Source: an optimization exercise on an open RTL-to-GDS flow (aim: small area). Production flows keep margins and buffers that such runs may drop.
In this exercise RTL edits were held to simulation tests only and were not proved equivalent to the original.
Power and IR drop assume default switching activity.

--- flow/config.mk ---
export PLATFORM = sky130hd
export DESIGN_NAME = mac_interface
export DESIGN_NICKNAME = mac_interface
export VERILOG_FILES = /design/flow/design.v
export SDC_FILE = /design/flow/constraint.sdc
export NUM_CORES = 4
export LEC_CHECK = 0
export CAP_MARGIN = 0
export CORE_MARGIN = 2
export CORE_UTILIZATION = 70
export SLEW_MARGIN = 0
--- flow/constraint.sdc ---
create_clock -name core_clock -period 10.0 [get_ports {clk}]
set_input_delay 2.0000 -clock core_clock [delete_from_list [all_inputs] [get_ports {clk}]]
set_output_delay 2.0000 -clock core_clock [all_outputs]
set_load 0.01 [all_outputs]
--- flow/design.v ---
module mac_interface (
    input wire clk,
    input wire reset,
    input wire [7:0] addr,
    input wire [31:0] data_in,
    input wire write_enable,
    output reg [31:0] data_out,
    output reg IRQ_MAC
);
    reg [31:0] MAC_INA;
    reg [31:0] MAC_INB;
    reg        ina_set;      
    reg        inb_set;      
    reg [7:0]  MAC_CTRL;
    reg [39:0] MAC_ACC;      
    reg        acc_cy;       
    reg [15:0] MAC_OUT;      
    reg        out_on;       
    reg        armed;        
    reg        done;
    reg [3:0]  cnt;          
    reg        cnt4;         
    reg        phase;        
    reg [15:0] pu;           
    reg [15:0] pl;           
    wire       on    = MAC_CTRL[7];
    wire [2:0] shift = MAC_CTRL[6:4];
    wire [1:0] mode  = MAC_CTRL[3:2];
    wire       start_bit = MAC_CTRL[1];
    wire       msk   = MAC_CTRL[0];
    wire start  = start_bit & ~armed;
    wire active = armed & ~done;
    wire step   = active & ~cnt4;
    wire comp   = active & cnt4;
    wire a_hi = (mode == 2'b10) | ((mode == 2'b11) & phase);
    wire b_hi = (mode == 2'b10) | ((mode == 2'b11) & phase);
    wire b_ina = (mode == 2'b00);
    wire [15:0] B = b_ina ? MAC_INA[31:16] : (b_hi ? MAC_INB[31:16] : MAC_INB[15:0]);
    wire b = B[cnt] & ina_set & (b_ina | inb_set);
    wire sel_hi = ~cnt4 & b & a_hi;
    wire sel_lo = ~cnt4 & b & ~a_hi;
    wire [15:0] y = ({16{sel_hi}} & MAC_INA[31:16]) |
                    ({16{sel_lo}} & MAC_INA[15:0]) |
                    ({16{cnt4}} & MAC_ACC[31:16]);
    wire [16:0] c;
    wire [16:0] s;
    assign c[0] = 1'b0;
    wire [8:0] hc;
    wire [7:0] hs;
    assign hc[0] = acc_cy;
    genvar i;
    generate
        for (i = 0; i < 16; i = i + 1) begin : add
            assign s[i] = pu[i] ^ y[i] ^ c[i];
            assign c[i+1] = (pu[i] & y[i]) | (c[i] & (pu[i] ^ y[i]));
        end
        for (i = 0; i < 8; i = i + 1) begin : inc
            assign hs[i] = MAC_ACC[32+i] ^ hc[i];
            assign hc[i+1] = MAC_ACC[32+i] & hc[i];
        end
    endgenerate
    assign s[16] = c[16];
    always @(posedge clk) begin
        if (reset) begin
            ina_set <= 1'b0;
            inb_set <= 1'b0;
            MAC_CTRL <= 8'd0;
            data_out <= 32'd0;
        end else if (write_enable) begin
            case (addr)
                8'h24: ina_set <= 1'b1;
                8'h25: inb_set <= 1'b1;
                8'h29: MAC_CTRL <= data_in[7:0];
                default: ;
            endcase
        end else begin
            case (addr)
                8'h26: data_out <= MAC_ACC[31:0];
                8'h27: data_out <= {24'd0, hs};
                8'h28: data_out <= {16'd0, out_on ? MAC_OUT : 16'd0};
                default: data_out <= 32'd0;
            endcase
        end
    end
    always @(posedge clk) begin
        MAC_OUT <= MAC_ACC[31:9] >> (3'd7 - shift);
        if (write_enable && addr == 8'h24) MAC_INA <= data_in;
        if (write_enable && addr == 8'h25) MAC_INB <= data_in;
    end
    always @(posedge clk) begin
        if (reset) begin
            armed <= 1'b0;
            done <= 1'b0;
            cnt4 <= 1'b0;
            phase <= 1'b0;
            MAC_ACC <= 40'd0;
            acc_cy <= 1'b0;
            out_on <= 1'b0;
            IRQ_MAC <= 1'b0;
        end else begin
            armed <= start_bit;
            acc_cy <= comp & c[16];
            MAC_ACC[39:32] <= hs;
            if (start) begin
                done <= 1'b0;
                cnt4 <= 1'b0;
                if (on && mode == 2'b11 && cnt4) phase <= ~phase;
            end
            if (step && cnt == 4'd15) cnt4 <= 1'b1;
            if (comp) begin
                done <= 1'b1;
                MAC_ACC[31:0] <= {s[15:0], pl};
            end
            out_on <= on;
            IRQ_MAC <= on & msk & done;
        end
    end
    always @(posedge clk) begin
        cnt <= start ? 4'd0 : cnt + 4'd1;
        pu <= start ? MAC_ACC[15:0] : s[16:1];
        pl <= {s[0], pl[15:1]};
    end
endmodule
--- flow/flow/run.sh ---
#!/bin/bash
# Own layout flow: the standard ORFS flow (standard.sh) with three changes.
#  1. Synthesis is the standard one except for the ABC script used to map the
#     combinational logic (flow/area.abc, area oriented instead of delay
#     oriented).  Registers, their names and cell types are untouched.
#  2. Port buffers use the smallest buffer cell (sky130_fd_sc_hd__buf_1).
#  3. Clock tree synthesis uses sky130_fd_sc_hd__clkbuf_4 buffers, sinks
#     clustered by 10, and no dummy loads.
#  4. After global routing, cells on paths with positive slack are downsized
#     (ORFS RECOVER_POWER), which also recovers area.
# Each tool's output goes to its own log in this folder.
set -euo pipefail
HERE=$(pwd)
FLOWDIR=$HERE/flow
# synthesis script: ORFS synth.tcl with the ABC script replaced
sed "s|^  log_cmd abc {\*}\$abc_args|  set abc_args [lreplace \$abc_args 1 1 $FLOWDIR/area.abc]\n  log_cmd abc {*}\$abc_args|" \
  "$FLOW_HOME/scripts/synth.tcl" > "$HERE/synth_area.tcl"
grep -q "area.abc" "$HERE/synth_area.tcl"
sed "s|source \$::env(SCRIPTS_DIR)/synth.tcl|source $HERE/synth_area.tcl|" \
  "$HERE/synth_recipe.tcl" > "$HERE/synth_recipe_area.tcl"
grep -q "synth_area.tcl" "$HERE/synth_recipe_area.tcl"
sed "s|SYNTH_SCRIPT=[^ ]*synth_recipe.tcl|SYNTH_SCRIPT=$HERE/synth_recipe_area.tcl|" \
  "$HERE/standard.sh" > "$HERE/standard_area.sh"
grep -q "synth_recipe_area.tcl" "$HERE/standard_area.sh"
export BUFFER_PORTS_ARGS="-buffer_cell sky130_fd_sc_hd__buf_1"
export RECOVER_POWER=100
export CTS_ARGS="-sink_clustering_enable -repair_clock_nets -dont_use_dummy_load -buf_list sky130_fd_sc_hd__clkbuf_4 -sink_clustering_size 10 -sink_clustering_max_diameter 40"
bash "$HERE/standard_area.sh" > "$HERE/flow_make.log" 2>&1
--- flow/flow/area.abc ---
strash
&get -n
&deepsyn -T 60
&put
dch
amap
strash
dch
amap
topo
--- flow/standard.sh ---
#!/bin/bash
# synth_recipe.tcl (not shown) runs the flow's synth.tcl, then flattens the netlist and writes it again
# the make line also repeats each setting of config.mk as NAME=value (left out here)
make -C /OpenROAD-flow-scripts/flow DESIGN_CONFIG=/design/flow/config.mk WORK_HOME=/design/flow/orfs CLKGATE_MAP_FILE= SYNTH_SCRIPT=/design/flow/synth_recipe.tcl "${@:-finish}"
==> results of run 1 <==
==> layer usage <==
| layer | part of all wire | global-route usage |
|---|---|---|
| met1 | 0.38 | 0.414 |
| met2 | 0.48 | 0.523 |
| met3 | 0.095 | 0.0505 |
| met4 | 0.050 | 0.158 |
| met5 | 0 | 0 |
==> final timing paths <==
path                               end  cells after the start  slack [ns]
worst max-delay path            pu[14]                     36        0.68
worst min-delay path            pl[13]                      0        0.36
worst max register to register  pu[14]                     36        0.68
worst min register to register  pl[13]                      0        0.36
==> cell families (layout without fill, tap and decap cells) <==
group           after synthesis  count (layout)  synth area share
compound gates              212             212             0.189
flops                       205             205             0.637
simple gates                139             139            0.0774
buf+inv                      82             191            0.0413
fa+ha+maj                    24              24            0.0554
==> power by group through the flow <==
stage,clock [mW],sequential [mW],combinational (mW)
global placement,0,0.894,0.0943
finish,0.358,0.875,0.102
global route,0.394,0.877,0.110
floorplan,0,0.892,0.0640
CTS,0.362,0.875,0.0980
detailed placement,0,0.894,0.0976
==> cell usage after synthesis, drive strengths merged <==
library cell and n:
and3 3, o221ai 1, nand4 1, nor4 4, fa 15, o211ai 1
a32o 6, o22ai 92, ha 9, a21oi 1, clkinv 82, a22o 2
nor2 55, o41ai 1, a22oi 11, nor2b 2, a311oi 1, edfxtp 64
a31oi 3, o32a 2, a222oi 13, a2111oi 1, o21ai 60, o311ai 1
or3 3, nand3 1, a221o 8, o32ai 7, nor3 17, nand2 53
dfxtp 141, a221oi 1
==> critical path, delay by kind of cell, from the launching register on <==
kind                     cells  cell delay (ns)
flip-flops                   1             0.37
adder cells (fa/ha/maj)     16             5.90
buffers and inverters        8             0.89
AO/OA/AOI/OAI                7             1.06
AND/OR/NAND/NOR              5             0.96
==> cell type report <==
class                           instances  area, um^2  area share
Sequential cell                       205        4740       0.582
Multi-Input combinational cell        375        2410       0.296
Timing Repair Buffer                   83         323      0.0396
Inverter                               82         308      0.0378
Clock buffer                           26         195      0.0239
Tap cell                              136         170      0.0209
==> through the flow <==
| stage | setup slack, ns | instance area (um^2) |
|---|---|---|
| final | 0.678 | 8150 |
| after global routing | 0.149 | 8150 |
| after CTS | 0.809 | 8180 |
| after detailed placement | 0.849 | 7980 |
| after global placement | 1.10 | 7980 |
| after floorplan | 1.36 | 7450 |
==> state kept, by name, summed over array words and instances, names as in the netlist <==
register and count:
IRQ_MAC 1, MAC_ACC 40, MAC_CTRL 8, MAC_INA 32
MAC_INB 32, MAC_OUT 16, acc_cy 1, armed 1
cnt 4, cnt4 1, data_out 32, done 1
ina_set 1, inb_set 1, out_on 1, phase 1
pl 16, pu 16
==> impl_metrics.env, run 1 <==
export IMPL_die_w_um=107
export IMPL_setup_tns_final_ns=0
export IMPL_drive_gt1_frac=0.0402
export IMPL_max_stage_delay_ns=0.42
export IMPL_clock_sinks=205
export IMPL_pwr_density_cell_nw_per_um2=164
export IMPL_cts_buffers=26
export IMPL_holdCritPathClass="reg2reg"
export IMPL_dr_total_vias=5921
export IMPL_antenna_cells=0
export IMPL_rsz0062_at_grt="no"
export IMPL_endpoint_kind="flop"
export IMPL_clockBufferDepth=3
export IMPL_outcome="finished with violations"
export IMPL_r2r_start="MAC_CTRL[2]"
export IMPL_clock_tree_root_cell="clkbuf_4"
export IMPL_relSlewSlack=-0.225
export IMPL_post_cts_buffers=0
export IMPL_avgSynthCellArea_um2=11.3
export IMPL_critPathKind="reg2reg"
export IMPL_slowest_stage="o21ai_0"
export IMPL_min_from="pl[14]"
export IMPL_cap_viol_max_count=2
export IMPL_clkLatencyLatePin_ns=0.61
export IMPL_p_int_mw=1.02
export IMPL_grt_pass1_wl_mm=27.9
export IMPL_firstDrtPassIters=6
export IMPL_grt_usage=0.319
export IMPL_fp_row_count=37
export IMPL_synth_fp_nets=729
export IMPL_final_hold_viol_count=0
export IMPL_utilization=0.790
export IMPL_so_faults="capacitance limit, slew limit"
export IMPL_avgRoutedWirePerCell_um=19.8
export IMPL_initial_core_util=0.722
export IMPL_yosys_top_cells_area="dfxtp_1 38%, edfxtp_1 26%, o22ai_1 7.7%, clkinv_1 4.1%, fa_1 4.0%"
export IMPL_clkTransAtPathRegs_ns=0.10
export IMPL_leakagePower_nw=2.59
export IMPL_ys_warn_count=1
export IMPL_final_cell_mix="141 x dfxtp_1, 92 x o22ai_1, 82 x clkinv_1"
export IMPL_ant_nets=0
export IMPL_final_common_cell="dfxtp_1"
export IMPL_hold_slack_ns=0.356
export IMPL_fillers=674
export IMPL_ys_seq_area_frac=0.637
export IMPL_grt_pass1_vias=5540
export IMPL_drv_slew=68
export IMPL_power_frac_comb=0.076
export IMPL_die_h_um=107
export IMPL_drtIter0Drc=697
export IMPL_wirelength_mm=17.9
export IMPL_die_area_um2=11500
export IMPL_period_minus_slack_ns=9.32
export IMPL_max_freq_mhz=107
export IMPL_cp_common_cell="fa_1"
export IMPL_vdd_drop_max_mv=0.147
export IMPL_critPathRequiredTime_ns=10.44
export IMPL_postCtsHoldBufs=0
export IMPL_yosysUniqueCellTypes=32
export IMPL_fin_nets=840
export IMPL_cts_tree="done"
export IMPL_tightestPinTransition_ns=1.84
export IMPL_drc_errors=0
export IMPL_h_tree_depth=1
export IMPL_synth_top_area_frac=0.379
export IMPL_dpl_cell_count=881
export IMPL_grt_max_degree=34
export IMPL_cts_resized=0
export IMPL_vias_per_cell=6.53
export IMPL_p_total_mw=1.33
export IMPL_synth_seq_cells=205
export IMPL_overflow=0
export IMPL_critPathLaunch="MAC_CTRL[2]"
export IMPL_p_seq_frac=0.656
export IMPL_clock_power_share=0.268
export IMPL_period_share=0.932
export IMPL_crit_arrival_ns=9.76
export IMPL_p_sw_uw=316
export IMPL_swShare=0.236
export IMPL_pin_count=76
export IMPL_fin_cells=907
export IMPL_hpwl_mm=13.1
export IMPL_core_area_um2=10300
export IMPL_synth_largest_area_cell="dfxtp_1"
export IMPL_finalClockSkew_ns=0.0445
export IMPL_worst_path_max_fanout=16
export IMPL_syn_inst=662
export IMPL_syn2layout_area_growth_pct=9.38
export IMPL_place_congestion=0.936
export IMPL_critPathLaunchType="flop"
export IMPL_io_buffers=75
export IMPL_syn_area_um2=7450
export IMPL_setup_violations=0
export IMPL_antenna_found_initial=0
==> inputs of run 2 (changes only) <==
--- a/flow/design.v
+++ b/flow/design.v
@@ -14,7 +14,9 @@
     reg [7:0]  MAC_CTRL;
     reg [39:0] MAC_ACC;      
     reg        acc_cy;       
-    reg [15:0] MAC_OUT;      
+    reg [16:0] out_w;        
+    reg        out_s0;       
+    wire [15:0] MAC_OUT = out_s0 ? out_w[15:0] : out_w[16:1];
     reg        out_on;       
     reg        armed;        
     reg        done;
@@ -83,7 +85,8 @@
         end
     end
     always @(posedge clk) begin
-        MAC_OUT <= MAC_ACC[31:9] >> (3'd7 - shift);
+        out_w <= MAC_ACC[31:9] >> (3'd6 - {shift[2:1], 1'b0});
+        out_s0 <= shift[0];
         if (write_enable && addr == 8'h24) MAC_INA <= data_in;
         if (write_enable && addr == 8'h25) MAC_INB <= data_in;
     end
--- a/flow/flow/run.sh
+++ b/flow/flow/run.sh
@@ -6,8 +6,6 @@
 #  2. Port buffers use the smallest buffer cell (sky130_fd_sc_hd__buf_1).
 #  3. Clock tree synthesis uses sky130_fd_sc_hd__clkbuf_4 buffers, sinks
 #     clustered by 10, and no dummy loads.
-#  4. After global routing, cells on paths with positive slack are downsized
-#     (ORFS RECOVER_POWER), which also recovers area.
 # Each tool's output goes to its own log in this folder.
 set -euo pipefail
 HERE=$(pwd)
@@ -23,6 +21,5 @@
   "$HERE/standard.sh" > "$HERE/standard_area.sh"
 grep -q "synth_recipe_area.tcl" "$HERE/standard_area.sh"
 export BUFFER_PORTS_ARGS="-buffer_cell sky130_fd_sc_hd__buf_1"
-export RECOVER_POWER=100
 export CTS_ARGS="-sink_clustering_enable -repair_clock_nets -dont_use_dummy_load -buf_list sky130_fd_sc_hd__clkbuf_4 -sink_clustering_size 10 -sink_clustering_max_diameter 40"
 bash "$HERE/standard_area.sh" > "$HERE/flow_make.log" 2>&1
==> run 2 against run 1 <==
Compared with the run above: now clean on timing, DRC and antenna; combinational power is essentially flat; flip-flop and latch count grew 2; power grew 0.81%; highest routed layer unchanged.
==> impl_metrics.env, run 2 <==
export IMPL_grt_usage=0.321
export IMPL_endpoint_kind="flop"
export IMPL_synth_largest_area_cell="dfxtp_1"
export IMPL_clkLatencyLatePin_ns=0.61
export IMPL_avgSynthCellArea_um2=11.8
export IMPL_tightestPinTransition_ns=1.24
export IMPL_vdd_drop_max_mv=0.115
export IMPL_rsz0062_at_grt="no"
export IMPL_synth_edf_count=64
export IMPL_critPathRequiredTime_ns=10.42
export IMPL_clkTransAtPathRegs_ns=0.10
export IMPL_dpl_cell_count=848
export IMPL_p_total_mw=1.35
export IMPL_drv_slew=0
export IMPL_leakagePower_nw=2.59
export IMPL_period_share=0.926
export IMPL_cap_viol_max_count=0
export IMPL_die_area_um2=11400
export IMPL_synth_seq_cells=207
export IMPL_pwr_density_cell_nw_per_um2=166
export IMPL_synth_fp_nets=697
export IMPL_synth_flop_cell="dfxtp_1"
export IMPL_max_freq_mhz=108
export IMPL_place_congestion=0.970
export IMPL_cts_resized=0
export IMPL_clock_sinks=207
export IMPL_post_cts_buffers=0
export IMPL_die_w_um=107
export IMPL_holdCritPathClass="reg2reg"
export IMPL_synth_common_cells="143 x dfxtp_1, 99 x clkinv_1, 88 x o22ai_1"
export IMPL_overflow=0
export IMPL_placed_area_um2=7930
export IMPL_critPathKind="reg2reg"
export IMPL_critPathLaunchType="flop"
export IMPL_yosys_top_cells_area="dfxtp_1 39%, edfxtp_1 26%, o22ai_1 7.4%, clkinv_1 5.0%, fa_1 4.1%"
export IMPL_largest_register_ffs=40
export IMPL_clock_tree_root_cell="clkbuf_4"
export IMPL_utilization=0.790
export IMPL_slowest_stage="o41ai_1"
export IMPL_vias_per_cell=6.52
export IMPL_syn2layout_area_growth_pct=9.63
export IMPL_fp_row_count=37
export IMPL_die_h_um=107
export IMPL_cp_common_cell="fa_1"
export IMPL_drc_errors=0
export IMPL_postCtsHoldBufs=0
export IMPL_firstDrtPassIters=7
export IMPL_drive_gt1_frac=0.0488
export IMPL_grt_pass1_wl_mm=28.4
export IMPL_grt_pass1_vias=5627
export IMPL_initial_core_util=0.721
export IMPL_worst_path_max_fanout=7
export IMPL_avgRoutedWirePerCell_um=20.4
export IMPL_max_stage_delay_ns=0.46
export IMPL_clockBufferDepth=3
export IMPL_pin_count=76
export IMPL_grt_max_degree=34
export IMPL_outcome="timing/DRC/antenna clean"
export IMPL_hpwl_mm=13.1
export IMPL_crit_arrival_ns=9.69
export IMPL_max_flop_register="MAC_ACC"
export IMPL_wirelength_mm=17.9
export IMPL_io_buffers=75
export IMPL_ys_seq_area_frac=0.646
export IMPL_final_cell_mix="143 x dfxtp_1, 99 x clkinv_1, 88 x o22ai_1"
export IMPL_setup_ws_ns=0.737
export IMPL_fin_cells=874
export IMPL_finalClockSkew_ns=0.0585
export IMPL_final_hold_viol_count=0
export IMPL_relSlewSlack=0.172
export IMPL_post_place_ws_ns=0.989
export IMPL_syn_area_um2=7410
export IMPL_synthArstFlopShare=0
export IMPL_drtIter0Drc=598
export IMPL_synth_top_area_frac=0.386
export IMPL_cts_buffers=26
export IMPL_antenna_cells=0
export IMPL_cts_tree="done"
export IMPL_fin_area_um2=8120
export IMPL_fin_nets=807
export IMPL_setup_tns_final_ns=0
export IMPL_syn_inst=630
export IMPL_dr_total_vias=5702
export IMPL_final_common_cell="dfxtp_1"
export IMPL_core_area_um2=10300
export IMPL_ys_warn_count=1
export IMPL_period_minus_slack_ns=9.26
export IMPL_ant_nets=0
export IMPL_h_tree_depth=1
export IMPL_yosysUniqueCellTypes=38
export IMPL_setup_violations=0
export IMPL_yosysMostFrequentCell="dfxtp_1"
export IMPL_hold_slack_ns=0.359
export IMPL_antenna_found_initial=0
run 2: final timing paths:
| check | start | endpoint | slack (ns) | cells past startpoint |
|---|---|---|---|---|
| worst min-delay path | pl[12] | pl[11] | 0.36 | 0 |
| worst max-delay path | MAC_CTRL[2] | MAC_ACC[31] | 0.74 | 34 |
| worst min register to register | pl[12] | pl[11] | 0.36 | 0 |
| worst max register to register | MAC_CTRL[2] | MAC_ACC[31] | 0.74 | 34 |
run 2: cell families after synthesis:
kind of cell             Yosys count  share of synthesized area
adder cells (fa/ha/maj)           24                     0.0557
buffers and inverters             99                     0.0502
flip-flops                       207                      0.646
AND/OR/NAND/NOR                  102                     0.0606
AO/OA/AOI/OAI                    198                      0.188
run 2: critical path: cells and delay by family (launching register included):
family | cells | cell delay, ns
and+or+nand+nor | 3 | 0.75
adders and majority gates | 16 | 5.83
buffers and inverters | 7 | 0.69
DFF | 1 | 0.34
AOI/OAI and AO/OA | 8 | 1.47
run 2: final cells by class:
cell class                      count  area [um^2]
Sequential cell                   207         4780
Tap cell                          136          170
Timing Repair Buffer               82          334
Multi-Input combinational cell    324         2260
Clock buffer                       26          195
Fill cell                         647         2160
Inverter                           99          372
run 2: power breakdown:
group | switching [mW] | total (mW) | leakage (nW) | internal (mW)
sequential | 0.0110 | 0.885 | 1.73 | 0.874
clock | 0.240 | 0.360 | 0.120 | 0.119
combinational | 0.0630 | 0.101 | 0.738 | 0.0377
total | 0.314 | 1.35 | 2.59 | 1.03
run 2: routing by layer:
metal / part of all wire / vias up / global-route usage / wire length, um
met1: 0.38 / 2731 / 0.406 / 6820
met3: 0.079 / 60 / 0.0565 / 1400
met5: 0 / - / 0 / 0
met2: 0.50 / 321 / 0.549 / 8970
li1: - / 2590 / - / -
met4: 0.037 / 0 / 0.135 / 657
==> inputs of run 3 (changes only) <==
==> flow/flow/area.abc (replaced) <==
strash
&get -n
&deepsyn -T 60
&put
dch
amap -m -F 4 -A 8
topo
==> run 3 against run 2 <==
Compared with the run above: non-clock buffer count is 2 higher; die area decreased by 0.42%; highest routed layer unchanged; register-to-register slack lost 0.16 ns; flip-flop and latch count stayed put; synthesized cell count shrank 1.4%; via count fell by 2.2%; first-iteration DRC count rose by 12%; routed wire length is 0.64% higher; still clean on timing, DRC and antenna.
==> impl_metrics.env, run 3 <==
export IMPL_outcome="timing/DRC/antenna clean"
export IMPL_antenna_found_initial=0
export IMPL_initial_core_util=0.718
export IMPL_setup_tns_final_ns=0
export IMPL_avgSynthCellArea_um2=11.9
export IMPL_cap_viol_max_count=0
export IMPL_antenna_cells=0
export IMPL_clkTransAtPathRegs_ns=0.11
export IMPL_rsz0062_at_grt="no"
export IMPL_fin_cells=867
export IMPL_fin_nets=800
export IMPL_postCtsHoldBufs=0
export IMPL_endpoint_kind="flop"
export IMPL_critPathKind="reg2reg"
export IMPL_final_common_cell="dfxtp_1"
export IMPL_relSlewSlack=0.150
export IMPL_placed_area_um2=7910
export IMPL_ys_warn_count=1
export IMPL_critPathRequiredTime_ns=10.46
export IMPL_clkLatencyLatePin_ns=0.63
export IMPL_cp_common_cell="fa_1"
export IMPL_core_area_um2=10300
export IMPL_grt_usage=0.321
export IMPL_clock_power_share=0.268
export IMPL_tightestPinTransition_ns=1.27
export IMPL_p_sw_uw=322
export IMPL_synth_common_cells="143 x dfxtp_1, 95 x clkinv_1, 87 x o22ai_1"
export IMPL_synth_seq_cells=207
export IMPL_met3_usage=0.0541
export IMPL_synth_largest_area_cell="dfxtp_1"
export IMPL_ys_seq_area_frac=0.649
export IMPL_period_minus_slack_ns=9.43
export IMPL_max_stage_delay_ns=0.44
export IMPL_utilization=0.788
export IMPL_clock_tree_root_cell="clkbuf_4"
export IMPL_period_share=0.943
export IMPL_synth_top_area_frac=0.388
export IMPL_yosysUniqueCellTypes=30
export IMPL_overflow=0
export IMPL_yosys_top_cells_area="dfxtp_1 39%, edfxtp_1 26%, o22ai_1 7.4%, a222oi_1 4.9%, clkinv_1 4.8%"
export IMPL_grt_pass1_wl_mm=28.0
export IMPL_met2_usage=0.538
export IMPL_fp_row_count=37
export IMPL_drc_errors=0
export IMPL_cp_top_family="adder cells"
export IMPL_clock_sinks=207
export IMPL_cts_tree="done"
export IMPL_dpl_cell_count=841
export IMPL_io_buffers=75
export IMPL_p_int_mw=1.03
export IMPL_worst_path_max_fanout=16
export IMPL_ant_nets=0
export IMPL_post_cts_buffers=0
export IMPL_fin_area_um2=8100
export IMPL_dr_total_vias=5575
export IMPL_cts_resized=0
export IMPL_die_area_um2=11400
export IMPL_drv_slew=0
export IMPL_final_cell_mix="143 x dfxtp_1, 95 x clkinv_1, 87 x o22ai_1"
export IMPL_largest_register_ffs=40
export IMPL_synth_flop_cell="dfxtp_1"
export IMPL_grt_max_degree=34
export IMPL_critPathLaunchType="flop"
export IMPL_synthArstFlopShare=0
export IMPL_die_w_um=107
export IMPL_grtUsageMet1=0.419
export IMPL_synth_fp_nets=688
export IMPL_firstDrtPassIters=6
export IMPL_leakagePower_nw=2.57
export IMPL_finalClockSkew_ns=0.0970
export IMPL_p_seq_frac=0.656
export IMPL_rrSetupSlack_ns=0.57
export IMPL_synth_edf_count=64
export IMPL_power_frac_comb=0.077
export IMPL_wirelength_mm=18.0
export IMPL_syn2layout_area_growth_pct=9.86
export IMPL_pin_count=76
export IMPL_avgRoutedWirePerCell_um=20.7
export IMPL_clockBufferDepth=3
export IMPL_final_hold_viol_count=0
export IMPL_max_flop_register="MAC_ACC"
export IMPL_syn_inst=621
export IMPL_path_buf_inv=8
export IMPL_slowest_stage="nor2_1"
export IMPL_drtIter0Drc=671
export IMPL_h_tree_depth=1
export IMPL_vias_per_cell=6.43
export IMPL_max_freq_mhz=106
export IMPL_swShare=0.238
export IMPL_place_congestion=0.956
export IMPL_grt_busiest_layer="met2"
export IMPL_yosysMostFrequentCell="dfxtp_1"
export IMPL_grt_pass1_vias=5486
export IMPL_crit_arrival_ns=9.88
export IMPL_drive_gt1_frac=0.0520
export IMPL_cts_buffers=26
export IMPL_syn_area_um2=7370
export IMPL_setup_violations=0
export IMPL_pwr_density_cell_nw_per_um2=167
export IMPL_holdCritPathClass="reg2reg"
export IMPL_die_h_um=107
export IMPL_hpwl_mm=13.2
export IMPL_vdd_drop_max_mv=0.151
==> run 3: cell types whose count changed after synthesis, moves of 3 or more <==
cell and change:
nor2b_1 +9, a222oi_1 +15, a22o_1 -3, a221o_1 -6, a2111oi_0 -3, clkinv_1 -4, o211ai_1 +5, nor2_1 -3
a211oi_1 +3, or3_1 -5
==> run 3: area by class of cell <==
class | instances | area [um^2]
clock buffer | 26 | 195
multi-input combinational | 319 | 2250
tap | 136 | 170
fill | 652 | 2180
sequential | 207 | 4780
inverter | 95 | 357
timing repair buffer | 84 | 349
==> run 3: worst reg2reg max path, delay by kind of cell, from the launching register on <==
family,cells,cell delay (ns)
fa+ha+maj,16,5.83
simple gates,3,0.76
buf+inv,8,0.89
flops,1,0.41
compound gates,8,1.46
==> run 3: worst paths after layout <==
path | startpoint | to | cells after the start
worst max-delay path | MAC_CTRL[2] | MAC_ACC[31] | 35
worst min-delay path | pl[14] | pl[13] | 0
worst max register to register | MAC_CTRL[2] | MAC_ACC[31] | 35
worst min register to register | pl[14] | pl[13] | 0
==> run 3: kinds of logic after synthesis <==
group	after synthesis	synth area share
AND/OR/NAND/NOR	101	0.0623
buffers and inverters	95	0.0484
flip-flops	207	0.649
AO/OA/AOI/OAI	194	0.185
adder cells (fa/ha/maj)	24	0.0560
==> run 3: stage by stage <==
step | total power [mW] | worst slack (ns) | hold WS, ns
5_1_grt | 1.40 | 0.0862 | 0.353
6_report | 1.35 | 0.574 | 0.344
2_1_floorplan | 0.969 | 1.03 | 0.332
3_3_place_gp | 1.01 | 0.938 | 0.341
4_1_cts | 1.35 | 0.672 | 0.345
3_5_place_dp | 1.01 | 0.611 | 0.345
==> run 3: power by group through the flow <==
stage               combinational (mW)  clock (mW)  sequential (mW)
floorplan                       0.0691           0            0.900
global route                     0.114       0.398            0.887
detailed placement               0.101           0            0.904
finish                           0.104       0.362            0.886
CTS                              0.102       0.367            0.885
global placement                 0.101           0            0.904
==> run 3: metal layers <==
layer  vias up  wire, um
met5         -         0
met4         0       583
met3        55      1260
met2       300      8890
met1      2654      7240
li1       2566         -

what the ideal ports hide:
Ports are ideal in the flow. The routed layouts listed here were re-timed in OpenROAD. Step 1 (the two cells are an assumption about what drives the block):
set clk [get_ports {clk}]
set_driving_cell -lib_cell sky130_fd_sc_hd__clkbuf_16 $clk
set_driving_cell -lib_cell sky130_fd_sc_hd__buf_2 [delete_from_list [all_inputs] $clk]
Step 2, shift: input delay + t, output delay - t, t = (earliest + latest rising clock arrival at the registers) / 2. This alone moves slack from input paths to output paths. a / b / c = no drivers / after step 1 / after step 2; a / b = the first two.
| run | t, ns | setup WS [ns] | hold WS [ns] | worst register clock-pin slew, ns |
|---|---|---|---|---|
| run 1 | 0.621 | 0.678 / 0.678 / 0.678 | 0.356 / 0.356 / 0.356 | 0.11 / 0.11 |
| run 2 | 0.617 | 0.737 / 0.737 / 0.737 | 0.359 / 0.359 / 0.359 | 0.11 / 0.11 |
| run 3 | 0.621 | 0.574 / 0.574 / 0.574 | 0.344 / 0.344 / 0.344 | 0.11 / 0.11 |
